What follows belongs to an exercise in optimizing a design on an open flow for small area; a production flow would make more cautious choices.
Where RTL was checked, it was by simulation tests only, not by an equivalence proof against the original.
Power and IR drop assume default switching activity.

==> branch garnet: inputs <==
Design mops_40mhz, start of the top module:
module mops_40mhz(
		  input [1:0] ENABLE40,
		  input CLK120,
		  input RST,
         	  input [12-1:0] ADC0,
		  input [12-1:0] ADC1,
		  input [12-1:0] ADC2,
                  input [12-1:0] MIN0,
                  input [12-1:0] MIN1,
                  input [12-1:0] MIN2,
                  input [12-1:0] MAX0,
                  input [12-1:0] MAX1,
                  input [12-1:0] MAX2,
		  input [2:0] TRIG_ENABLE,
	          input [6:0] OCCUPANCY,
                  input [11:0] INT,
                  input [3:0] OFS,
		  input [1:0] MULTIPLICITY,
   		  output reg TRIG
		  );
make LEC_CHECK=0 CAP_MARGIN=20 CORE_MARGIN=2 CORE_UTILIZATION=45 SLEW_MARGIN=20 finish   # period 8.3 ns
run.sh (not shown) runs the stock make flow with config.mk's settings and CLKGATE_MAP_FILE= SYNTH_SCRIPT=/design/flow/synth_recipe.tcl, a recipe that flattens the netlist after the stock synthesis.
==> branch umber: changes against branch garnet <==
--- a/flow/design.v
+++ b/flow/design.v
@@ -12,32 +12,51 @@
    output reg [17:0] B_NEXT
    );
    wire        pneg = P[19];
    wire [19:0] ap  = (pneg | DLY) ? 20'd0 :
                      C2 ? {1'b0, THRESHOLD, 1'b0, 6'd0} : P;
    wire [19:0] dlt = {2'b00, X, 6'd0} - {2'b00, B};
    wire [19:0] app = ap + dlt;
    assign P_NEXT  = app[19] ? 20'd0 : (pneg ? app : app - 20'd32);
-   assign C_NEXT  = ap[19:6] > {2'b00, THRESHOLD};
-   assign C2_NEXT = ap[19:6] > {1'b0, THRESHOLD, 1'b0};
-   wire [17:0] xl  = {ADC, 6'd0};
-   wire [17:0] bp1 = B + 18'd64;
-   wire [17:0] bph = B + 18'd32;
-   wire [17:0] bm1 = B - 18'd64;
-   wire [17:0] bmh = B - 18'd32;
+   wire        selp  = ~(pneg | DLY) & ~C2;
+   wire        selt  = ~(pneg | DLY) & C2;
+   assign C_NEXT  = selp ? (P[18:6] > {1'b0, THRESHOLD}) : (selt & (THRESHOLD != 12'd0));
+   assign C2_NEXT = selp & (P[18:6] > {THRESHOLD, 1'b0});
+   wire [11:0] bh  = B[17:6];
+   wire        b5  = B[5];
+   wire        bl0 = (B[5:0] == 6'd0);
+   wire        bq0 = (B[4:0] == 5'd0);
+   wire [12:0] d   = {1'b0, ADC} - {1'b0, bh};
+   wire        dneg = d[12];
+   wire        dz  = (d == 13'd0);
+   wire        d1  = (d == 13'd1);
+   wire        dm1 = (d == 13'h1fff);
+   wire        dge1 = ~dneg & ~dz;
+   wire        dge2 = dge1 & ~d1;
+   wire        bhmax = (bh == 12'hfff);
+   wire        bhmin = (bh == 12'h000);
+   wire        xnz = (ADC != 12'd0);
+   wire gt1 = bhmax ? xnz : dge2;
+   wire gth = (bhmax & b5) ? xnz : (dge2 | (d1 & ~b5));
+   wire gt0 = dge1;
+   wire lt1 = bhmin ? ((ADC != 12'hfff) | ~bl0) : ((dneg & ~dm1) | (dm1 & ~bl0));
+   wire lth = (bhmin & ~b5) ? 1'b1 : (dneg | (dz & b5 & ~bq0));
+   wire lt0 = dneg | (dz & ~bl0);
+   reg [3:0] inc;
    always @* begin
-      if (xl > bp1)      B_NEXT = B + 18'd4;
-      else if (xl > bph) B_NEXT = B + 18'd2;
-      else if (xl > B)   B_NEXT = B + 18'd1;
-      else if (xl < bm1) B_NEXT = B - 18'd4;
-      else if (xl < bmh) B_NEXT = B - 18'd2;
-      else if (xl < B)   B_NEXT = B - 18'd1;
-      else               B_NEXT = B;
+      if (gt1)      inc = 4'd4;
+      else if (gth) inc = 4'd2;
+      else if (gt0) inc = 4'd1;
+      else if (lt1) inc = 4'hc;
+      else if (lth) inc = 4'he;
+      else if (lt0) inc = 4'hf;
+      else          inc = 4'd0;
    end
+   always @* B_NEXT = B + {{14{inc[3]}}, inc};
 endmodule
 module mops_40mhz(
 		  input [1:0] ENABLE40,
 		  input CLK120,
 		  input RST,
          	  input [12-1:0] ADC0,
 		  input [12-1:0] ADC1,
 		  input [12-1:0] ADC2,
@@ -62,23 +81,25 @@
    wire [SW-1:0] s = r2;        
    reg          RST_D1, RST_D2;
    reg [11:0]   ADC_S0, ADC_S1;
    reg [3*120-1:0] WCHAIN;      
    reg [3*121-1:0]         ICHAIN;      
    reg [6:0]    WCNT;                   
    reg [6:0]    ICNT;                   
    reg          G, TN, TP;
+   wire        wfull = (WCNT == 7'd85);
+   wire        ifull = (ICNT == 7'd42);
    wire [11:0] xin  = ph0 ? ADC0 : ADC_S0;
    wire [11:0] mink = ph0 ? MIN0 : ph1 ? MIN1 : MIN2;
    wire [11:0] maxk = ph0 ? MAX0 : ph1 ? MAX1 : MAX2;
    wire        tek  = ph0 ? TRIG_ENABLE[0] : ph1 ? TRIG_ENABLE[1] : TRIG_ENABLE[2];
    wire        clr  = ph0 ? G : TN;
-   wire        wb   = WCHAIN[3*120-1] & (WCNT == 7'd120);
-   wire        dly  = ICHAIN[3*121-1] & (ICNT == 7'd121);
+   wire        wb   = WCHAIN[3*120-1] & wfull;
+   wire        dly  = ICHAIN[3*121-1] & ifull;
    wire        cprev = ICHAIN[2];
    wire        zap  = RST | (RST_D1 & ~ph0) | (RST_D2 & ph2);
    wire [11:0] sx  = s[11:0];
    wire [11:0] spv = s[23:12];
    wire [11:0] sw  = s[35:24];
    wire        sng = s[36];
    wire [3:0]  sv  = s[40:37];
    wire [12:0] ts  = {1'b0, sx} - {1'b0, spv};
@@ -97,19 +118,18 @@
    wire [4:0] vdiff = {1'b0, lg} - thofs;
    wire [3:0] vcalc = ({1'b0, lg} > thofs) ? vdiff[3:0] : 4'd0;
    wire        pt_n = veto ? 1'b0 : (sng & inr);
    wire        ng_n = veto ? 1'b0 : negn;
    wire [11:0] w_n  = veto ? 12'd0 : (negn ? sp : sp + ts[11:0]);
    wire [3:0]  v_n  = veto ? sv - 4'd1 : (negn ? vcalc : 4'd0);
    wire [5:0]  soc = s[47:42];
    wire        spt = s[41];
-   wire [5:0]  oc_n = clr ? 6'd0 :
-                      (spt & ~wb) ? soc + 6'd1 :
-                      (~spt & wb) ? soc - 6'd1 : soc;
+   wire        ocdn = ~spt & wb;
+   wire [5:0]  oc_n = clr ? 6'd0 : soc + {{5{ocdn}}, spt ^ wb};
    wire        sb_n = ({1'b0, soc} > OCCUPANCY) & cprev;
    wire [19:0] p_n;
    wire        c_n, c2_n;
    wire [17:0] b_n;
    integral_40mhz integ(.P(s[68:49]), .C2(s[70]), .B(s[88:71]), .X(sx),
                         .ADC(xin), .DLY(dly), .THRESHOLD(INT),
                         .P_NEXT(p_n), .C_NEXT(c_n), .C2_NEXT(c2_n),
                         .B_NEXT(b_n));
@@ -123,22 +143,22 @@
       WCHAIN <= {WCHAIN[3*120-2:0], spt};
       ICHAIN <= {ICHAIN[3*121-2:0], s[69]};
       RST_D1 <= RST;
       RST_D2 <= RST_D1;
       ADC_S0 <= ph0 ? ADC1 : ADC_S1;
       ADC_S1 <= ADC2;
       if (RST | (ph2 & (RST_D1 | RST_D2 | TN)))
         WCNT <= 7'd0;
-      else if (ph2 && WCNT != 7'd120)
-        WCNT <= WCNT + 7'd1;
+      else if (ph2 && !wfull)
+        WCNT <= {WCNT[5:0], ~(WCNT[6] ^ WCNT[5])};
       if (RST | (ph2 & (RST_D1 | RST_D2)))
         ICNT <= 7'd0;
-      else if (ph2 && ICNT != 7'd121)
-        ICNT <= ICNT + 7'd1;
+      else if (ph2 && !ifull)
+        ICNT <= {ICNT[5:0], ~(ICNT[6] ^ ICNT[5])};
       if (RST) begin
          G <= 1'b0;
          TN <= 1'b0;
          TP <= 1'b0;
          TRIG <= 1'b0;
       end else if (ph0) begin
          G <= (sum >= MULTIPLICITY) && (MULTIPLICITY != 2'd0);
          TN <= G;
==> flow/flow/run.sh (new file) <==
#!/bin/bash
# Standard layout, with the clock tree built from small buffers and no
# dummy loads, and the ports buffered with the smallest buffer.
set -euo pipefail
export CTS_ARGS="-sink_clustering_enable -repair_clock_nets -dont_use_dummy_load -buf_list sky130_fd_sc_hd__clkbuf_4 -sink_clustering_size 10 -sink_clustering_max_diameter 30"
export BUFFER_PORTS_ARGS="-buffer_cell sky130_fd_sc_hd__buf_1"
bash standard.sh > standard_flow.log 2>&1
==> flow/standard.sh (new file) <==
#!/bin/bash
# synth_recipe.tcl (not shown) runs the flow's synth.tcl, then flattens the netlist and writes it again
# the make line also repeats each setting of config.mk as NAME=value (left out here)
make -C /OpenROAD-flow-scripts/flow DESIGN_CONFIG=/design/flow/config.mk WORK_HOME=/design/flow/orfs CLKGATE_MAP_FILE= SYNTH_SCRIPT=/design/flow/synth_recipe.tcl "${@:-finish}"
Settings changed: CORE_UTILIZATION 45 to 65.
removed: flow/run.sh
==> qor summary <==
Post-synthesis adder-cell area fraction: branch garnet 0.08176; branch umber 0.07169
Mux share of post-synthesis cell area: branch garnet 0.02646; branch umber 0.02742
Met2 layer usage reported by global route: branch garnet 0.2936; branch umber 0.3260
Internal power of the cells: branch garnet 8.905 mW; branch umber 7.206 mW
Post-synthesis share of cell area spent on and, or, nand and nor gates: branch garnet 0.09183; branch umber 0.07934
Core Area: branch garnet 68470 sq um; branch umber 44220 sq um
Count of nets after finishing: branch garnet 3056; branch umber 2823
Vias in the first global route: branch garnet 18500; branch umber 16440
Met2 wire length: branch garnet 28590 um; branch umber 20770 um
Post-placement cell count: branch garnet 3501; branch umber 2964
Register-to-register setup slack: branch garnet 2430 ps; branch umber 1850 ps
Number of different library cells in the post-synthesis netlist: branch garnet 78; branch umber 77
Final std cell area, no fill: branch garnet 36650 sq um; branch umber 31420 sq um
Total CTS buffers: branch garnet 95; branch umber 147
Outcome: branch garnet complete, no violations; branch umber complete, no violations
Sum of buffers and inverters on the critical path: branch garnet 1; branch umber 3
Vias per inst: branch garnet 4.942; branch umber 5.104
Width of the die: branch garnet 266.7 um; branch umber 215.6 um
Launch instance of the worst min-delay path: branch garnet ICHAIN[250]; branch umber r1[54]
The RTL of branch umber was laid out without a check of its function.

-- what the ideal ports hide --
How much do the figures lean on ideal ports? The routed layouts below were timed once more, with nothing changed but the port constraints. Step 1 (the two cells are an assumption about what drives the block):
set clk [get_ports {CLK120}]
set_driving_cell -lib_cell sky130_fd_sc_hd__clkbuf_16 $clk
set_driving_cell -lib_cell sky130_fd_sc_hd__buf_2 [delete_from_list [all_inputs] $clk]
Step 2 adds t to the input delays and takes it off the output delays; t is the mean of the earliest and latest rising clock arrival at the registers after step 1. Input paths then give back, and output paths get back, about the clock's delay inside the block. Slacks: ideal / step 1 / step 2; pairs: ideal / step 1.
run	t (ns)	setup WS [ns]	cell pins on the clock port's net
branch garnet	0.697	2.427 / 2.427 / 2.184	1
branch umber	0.951	0.945 / 0.971 / 0.021	1
After both steps setup and hold are still met in every run listed. For branch umber, which loses most, drivers alone change the setup slack by +0.026 ns; drivers and shift together by -0.924 ns.
